What follows belongs to an exercise in optimizing a design on an open flow for small area and a short achievable clock period; a production flow would make more cautious choices.

Setup of juniper:
==> flow/design.v <==
module FPadd (
    input         ADD_SUB,
    input  [31:0] FP_A,
    input  [31:0] FP_B,
    input         clk,
    output reg [31:0] FP_Z
);
    integer i, l;
    wire [7:0]  eA = FP_A[30:23], eB = FP_B[30:23];
    wire        zA = ~|eA, zB = ~|eB;
    wire        ffA = &eA, ffB = &eB;
    wire [7:0]  fA = {eA[7:1], eA[0] | zA}, fB = {eB[7:1], eB[0] | zB};
    wire [8:0]  dAB = {1'b0, fA} - {1'b0, fB};
    wire [7:0]  dBA = fB - fA;
    wire        dneg = dAB[8];
    wire        deq  = (fA == fB);
    wire [23:0] mA = {~zA, FP_A[22:0]}, mB = {~zB, FP_B[22:0]};
    reg  [23:0] lt, eqv;
    always @* begin
        lt  = ~mA & mB;
        eqv = ~(mA ^ mB);
        for (l = 0; (1 << l) < 24; l = l + 1)
            for (i = 0; i < 24; i = i + 1)
                if (((i >> l) & 1) == 1) begin
                    lt[i]  = lt[i] | (eqv[i] & lt[((i >> l) << l) - 1]);
                    eqv[i] = eqv[i] & eqv[((i >> l) << l) - 1];
                end
    end
    wire        swp = dneg | (deq & lt[23]);
    wire        xB  = FP_B[31] ^ ~ADD_SUB;
    reg  [23:0] ma1, mb1;
    reg         sa1, sub1, dneg1, swp1, zab1, zba1, nan1, inf1;
    reg  [4:0]  dab1, dba1;
    reg  [7:0]  e1;
    always @(posedge clk) begin
        ma1   <= mA;
        mb1   <= mB;
        sa1   <= FP_A[31];
        sub1  <= FP_A[31] ^ xB;
        dneg1 <= dneg;
        swp1  <= swp;
        dab1  <= dAB[4:0];
        dba1  <= dBA[4:0];
        zab1  <= |dAB[7:5];
        zba1  <= |dBA[7:5];
        e1    <= (eA < eB) ? eB : eA;
        nan1  <= (ffA & |FP_A[22:0]) | (ffB & |FP_B[22:0]) | (ffA & ffB & ~ADD_SUB);
        inf1  <= ffA | ffB;
    end
    wire [23:0] L0  = swp1 ? mb1 : ma1;
    wire [23:0] S0  = swp1 ? (ma1 ^ {24{sub1}}) : (mb1 ^ {24{sub1}});
    wire [4:0]  sh  = dneg1 ? dba1 : dab1;
    wire        shz = dneg1 ? zba1 : zab1;
    wire [57:0] sw  = {{31{sub1}}, S0, {3{sub1}}} >> sh;
    wire [26:0] sal = shz ? {27{sub1}} : sw[26:0];
    reg  [23:0] l2;
    reg  [26:0] s2al;
    reg  [7:0]  e2;
    reg         sl2, sub2, nan2, inf2;
    always @(posedge clk) begin
        l2    <= L0;
        s2al  <= sal;
        e2    <= e1;
        sl2   <= sa1 ^ (swp1 & sub1);
        sub2  <= sub1;
        nan2  <= nan1;
        inf2  <= inf1;
    end
    wire [27:0] xo = {1'b0, l2, 3'b000};
    wire [27:0] yo = {sub2, s2al};
    reg  [27:0] g, p;
    always @* begin
        g = xo & yo;
        p = xo ^ yo;
        g[0] = g[0] | (p[0] & sub2);
        for (l = 0; (1 << l) < 28; l = l + 1)
            for (i = 0; i < 28; i = i + 1)
                if (((i >> l) & 1) == 1) begin
                    g[i] = g[i] | (p[i] & g[((i >> l) << l) - 1]);
                    p[i] = p[i] & p[((i >> l) << l) - 1];
                end
    end
    wire [27:0] M = (xo ^ yo) ^ {g[26:0], sub2};
    reg  [27:0] m3;
    reg  [7:0]  e3;
    reg         sl3, sub3, nan3, inf3;
    always @(posedge clk) begin
        m3   <= M;
        e3   <= e2;
        sl3  <= sl2;
        sub3 <= sub2;
        nan3 <= nan2;
        inf3 <= inf2;
    end
    reg  [4:0]  cnt1;
    always @* begin
        cnt1 = 5'd28;
        for (i = 0; i <= 26; i = i + 1)
            if (m3[i]) cnt1 = 5'd27 - i[4:0];
    end
    reg  [26:0] msk;
    always @* begin
        for (i = 0; i <= 26; i = i + 1)
            msk[i] = ({1'b0, e3} >= 9'd26 - i);
    end
    wire        zero = ~|m3;
    wire        top  = m3[27] | m3[26];
    wire        isDN = ~top & (e3 == 8'd1);
    wire        keep = top | (e3 == 8'd0) | isDN;
    wire        dnrm = ~|(m3[26:0] & msk);
    reg  [27:0] m4;
    reg  [4:0]  k4;
    reg  [7:0]  e4;
    reg         ez4, s4, nan4, inf4, zero4;
    always @(posedge clk) begin
        m4    <= m3;
        k4    <= m3[27] ? 5'd0 : keep ? 5'd1 : dnrm ? e3[4:0] : cnt1;
        e4    <= e3 + 8'd1;
        ez4   <= isDN | (~keep & dnrm);
        s4    <= sl3 & ~(sub3 & zero);
        nan4  <= nan3;
        inf4  <= inf3;
        zero4 <= zero;
    end
    wire [28:0] ml = {m4, 1'b0} << k4;
    wire [7:0]  en = ez4 ? 8'd0 : (e4 - {3'b000, k4});
    reg  [24:0] sig5;
    reg  [7:0]  e5;
    reg         s5, nan5, inf5, zero5;
    always @(posedge clk) begin
        sig5  <= ml[28:4];
        e5    <= en;
        s5    <= s4;
        nan5  <= nan4;
        inf5  <= inf4;
        zero5 <= zero4;
    end
    reg  [24:0] a;
    always @* begin
        a = sig5;
        for (l = 0; (1 << l) < 25; l = l + 1)
            for (i = 0; i < 25; i = i + 1)
                if (((i >> l) & 1) == 1)
                    a[i] = a[i] & a[((i >> l) << l) - 1];
    end
    wire [22:0] frac = sig5[23:1] ^ a[22:0];
    wire        c    = a[24];
    wire [7:0]  ez   = c ? (e5 + 8'd1) : e5;
    wire        infz = inf5 | (ez == 8'hFF);
    always @(posedge clk) begin
        if (nan5)
            FP_Z <= {s5, 8'hFF, 23'h400000};
        else if (infz)
            FP_Z <= {s5, 8'hFF, 23'h000000};
        else if (zero5)
            FP_Z <= {s5, 8'h00, 23'h000000};
        else
            FP_Z <= {s5, ez, frac};
    end
endmodule
clock: 7.0 ns
lec_check: 0
cap_margin: 20
core_margin: 2
core_utilization: 40
setup_slack_margin: 4.2
slew_margin: 20
standard.sh (not shown) runs the stock make flow with config.mk's settings and CLKGATE_MAP_FILE= SYNTH_SCRIPT=/design/flow/synth_recipe.tcl, a recipe that flattens the netlist after the stock synthesis.
==> flow/flow/run.sh <==
#!/bin/bash
# The standard layout (standard.sh: the standard ORFS synthesis through
# finish, unchanged) with one difference: the buffers that global placement
# puts on every input and output port are buf_2 cells instead of the cell
# buffer_ports picks by default (clkdlybuf4s50_1, a slow clock-delay cell).
set -euo pipefail
cd "$(dirname "$0")/.."
export BUFFER_PORTS_ARGS="-buffer_cell sky130_fd_sc_hd__buf_2"
bash standard.sh > standard.log 2>&1
Relative to juniper, the following input files were edited for ember:
==> flow/design.v <==
module FPadd (
    input         ADD_SUB,
    input  [31:0] FP_A,
    input  [31:0] FP_B,
    input         clk,
    output reg [31:0] FP_Z
);
    integer i, l;
    wire [7:0]  eA = FP_A[30:23], eB = FP_B[30:23];
    wire        zA = ~|eA, zB = ~|eB;
    wire        ffA = &eA, ffB = &eB;
    wire        lowA = ~|eA[7:1], lowB = ~|eB[7:1];
    wire        dneg = (eA < eB) & ~lowB;
    wire        deq  = (eA == eB) | (lowA & lowB);
    wire [23:0] mA = {~zA, FP_A[22:0]}, mB = {~zB, FP_B[22:0]};
    reg  [23:0] lt, eqv;
    always @* begin
        lt  = ~mA & mB;
        eqv = ~(mA ^ mB);
        for (l = 0; (1 << l) < 24; l = l + 1)
            for (i = 0; i < 24; i = i + 1)
                if (((i >> l) & 1) == 1) begin
                    lt[i]  = lt[i] | (eqv[i] & lt[((i >> l) << l) - 1]);
                    eqv[i] = eqv[i] & eqv[((i >> l) << l) - 1];
                end
    end
    wire        swp = dneg | (deq & lt[23]);
    wire        xB  = FP_B[31] ^ ~ADD_SUB;
    reg  [23:0] ma1, mb1;
    reg  [7:0]  ea1, eb1;
    reg         sa1, sub1, dneg1, deq1, swp1, nan1, inf1;
    always @(posedge clk) begin
        ma1   <= mA;
        mb1   <= mB;
        ea1   <= eA;
        eb1   <= eB;
        sa1   <= FP_A[31];
        sub1  <= FP_A[31] ^ xB;
        dneg1 <= dneg;
        deq1  <= deq;
        swp1  <= swp;
        nan1  <= (ffA & |FP_A[22:0]) | (ffB & |FP_B[22:0]) | (ffA & ffB & ~ADD_SUB);
        inf1  <= ffA | ffB;
    end
    wire [7:0]  fA  = {ea1[7:1], ea1[0] | ~ma1[23]};
    wire [7:0]  fB  = {eb1[7:1], eb1[0] | ~mb1[23]};
    wire [7:0]  dAB = fA - fB;
    wire [7:0]  dBA = fB - fA;
    wire [4:0]  sh  = dneg1 ? dBA[4:0] : dAB[4:0];
    wire        shz = dneg1 ? |dBA[7:5] : |dAB[7:5];
    wire [23:0] L0  = swp1 ? mb1 : ma1;
    wire [23:0] S0  = swp1 ? (ma1 ^ {24{sub1}}) : (mb1 ^ {24{sub1}});
    wire [57:0] sw  = {{31{sub1}}, S0, {3{sub1}}} >> sh;
    wire [26:0] sal = shz ? {27{sub1}} : sw[26:0];
    reg  [23:0] l2;
    reg  [26:0] s2al;
    reg  [7:0]  e2;
    reg         sl2, sub2, nan2, inf2;
    always @(posedge clk) begin
        l2    <= L0;
        s2al  <= sal;
        e2    <= dneg1 ? eb1 : (deq1 ? (ea1 | eb1) : ea1);
        sl2   <= sa1 ^ (swp1 & sub1);
        sub2  <= sub1;
        nan2  <= nan1;
        inf2  <= inf1;
    end
    wire [27:0] xo = {1'b0, l2, 3'b000};
    wire [27:0] yo = {sub2, s2al};
    reg  [27:0] g, p;
    always @* begin
        g = xo & yo;
        p = xo ^ yo;
        g[0] = g[0] | (p[0] & sub2);
        for (l = 0; (1 << l) < 28; l = l + 1)
            for (i = 0; i < 28; i = i + 1)
                if (((i >> l) & 1) == 1) begin
                    g[i] = g[i] | (p[i] & g[((i >> l) << l) - 1]);
                    p[i] = p[i] & p[((i >> l) << l) - 1];
                end
    end
    wire [27:0] M = (xo ^ yo) ^ {g[26:0], sub2};
    reg  [27:0] m3;
    reg  [7:0]  e3;
    reg         sl3, sub3, nan3, inf3;
    always @(posedge clk) begin
        m3   <= M;
        e3   <= e2;
        sl3  <= sl2;
        sub3 <= sub2;
        nan3 <= nan2;
        inf3 <= inf2;
    end
    reg  [4:0]  cnt1;
    always @* begin
        cnt1 = 5'd28;
        for (i = 0; i <= 26; i = i + 1)
            if (m3[i]) cnt1 = 5'd27 - i[4:0];
    end
    reg  [26:0] msk;
    always @* begin
        for (i = 0; i <= 26; i = i + 1)
            msk[i] = ({1'b0, e3} >= 9'd26 - i);
    end
    wire        zero = ~|m3;
    wire        top  = m3[27] | m3[26];
    wire        isDN = ~top & (e3 == 8'd1);
    wire        keep = top | (e3 == 8'd0) | isDN;
    wire        dnrm = ~|(m3[26:0] & msk);
    reg  [27:0] m4;
    reg  [4:0]  k4;
    reg  [7:0]  e4;
    reg         ez4, s4, nan4, inf4, zero4;
    always @(posedge clk) begin
        m4    <= m3;
        k4    <= m3[27] ? 5'd0 : keep ? 5'd1 : dnrm ? e3[4:0] : cnt1;
        e4    <= e3 + 8'd1;
        ez4   <= isDN | (~keep & dnrm);
        s4    <= sl3 & ~(sub3 & zero);
        nan4  <= nan3;
        inf4  <= inf3;
        zero4 <= zero;
    end
    wire [28:0] ml = {m4, 1'b0} << k4;
    wire [7:0]  en = ez4 ? 8'd0 : (e4 - {3'b000, k4});
    reg  [24:0] sig5;
    reg  [7:0]  e5;
    reg         s5, nan5, inf5, zero5;
    always @(posedge clk) begin
        sig5  <= ml[28:4];
        e5    <= en;
        s5    <= s4;
        nan5  <= nan4;
        inf5  <= inf4;
        zero5 <= zero4;
    end
    reg  [24:0] a;
    always @* begin
        a = sig5;
        for (l = 0; (1 << l) < 25; l = l + 1)
            for (i = 0; i < 25; i = i + 1)
                if (((i >> l) & 1) == 1)
                    a[i] = a[i] & a[((i >> l) << l) - 1];
    end
    wire [22:0] frac = sig5[23:1] ^ a[22:0];
    wire        c    = a[24];
    wire [7:0]  ez   = c ? (e5 + 8'd1) : e5;
    wire        infz = inf5 | (ez == 8'hFF);
    always @(posedge clk) begin
        if (nan5)
            FP_Z <= {s5, 8'hFF, 23'h400000};
        else if (infz)
            FP_Z <= {s5, 8'hFF, 23'h000000};
        else if (zero5)
            FP_Z <= {s5, 8'h00, 23'h000000};
        else
            FP_Z <= {s5, ez, frac};
    end
endmodule
==> comparison <==
- On growth of design area from synthesis to finish: between juniper and ember, it ends up lower for juniper.
- When ember is measured against juniper, its met2 usage in global routing turns out 0.96 points lower.
- Per the comparison of ember with juniper, core footprint now sits higher; starting density of the core has remained practically unchanged.
- As of ember, TritonCTS buffer count had fallen by a few percent compared to juniper.
- STATUS setup slack at placement: ember loses against juniper
- Compared to juniper, the number of flip-flops in ember is lower.
- NOTE: post-synthesis instance total in ember exceeds that of juniper
Function was not checked in any run of this note: the RTL went through the layout flow alone.

separate check: timing with driven ports:
In the flow no input, the clock included, has a driving cell. The finished layouts below were timed again as built, in two steps. Step 1 (the two cells are an assumption about what drives the block):
set clk [get_ports {clk}]
set_driving_cell -lib_cell sky130_fd_sc_hd__clkbuf_16 $clk
set_driving_cell -lib_cell sky130_fd_sc_hd__buf_2 [delete_from_list [all_inputs] $clk]
Step 2 adds t to the input delays and takes it off the output delays; t is the mean of the earliest and latest rising clock arrival at the registers after step 1. Input paths then give back, and output paths get back, about the clock's delay inside the block. Three values: no drivers, after step 1, after step 2; two values: the first two.
run | t, ns | slack for setup (ns) | worst data-port slew with drivers (ns)
juniper | 0.610 | 3.967 / 3.983 / 3.373 | 0.06
ember | 0.611 | 4.057 / 4.057 / 3.765 | 0.04
After both steps setup and hold are still met in every run listed. For juniper, which loses most, drivers alone change the setup slack by +0.016 ns; drivers and shift together by -0.594 ns.
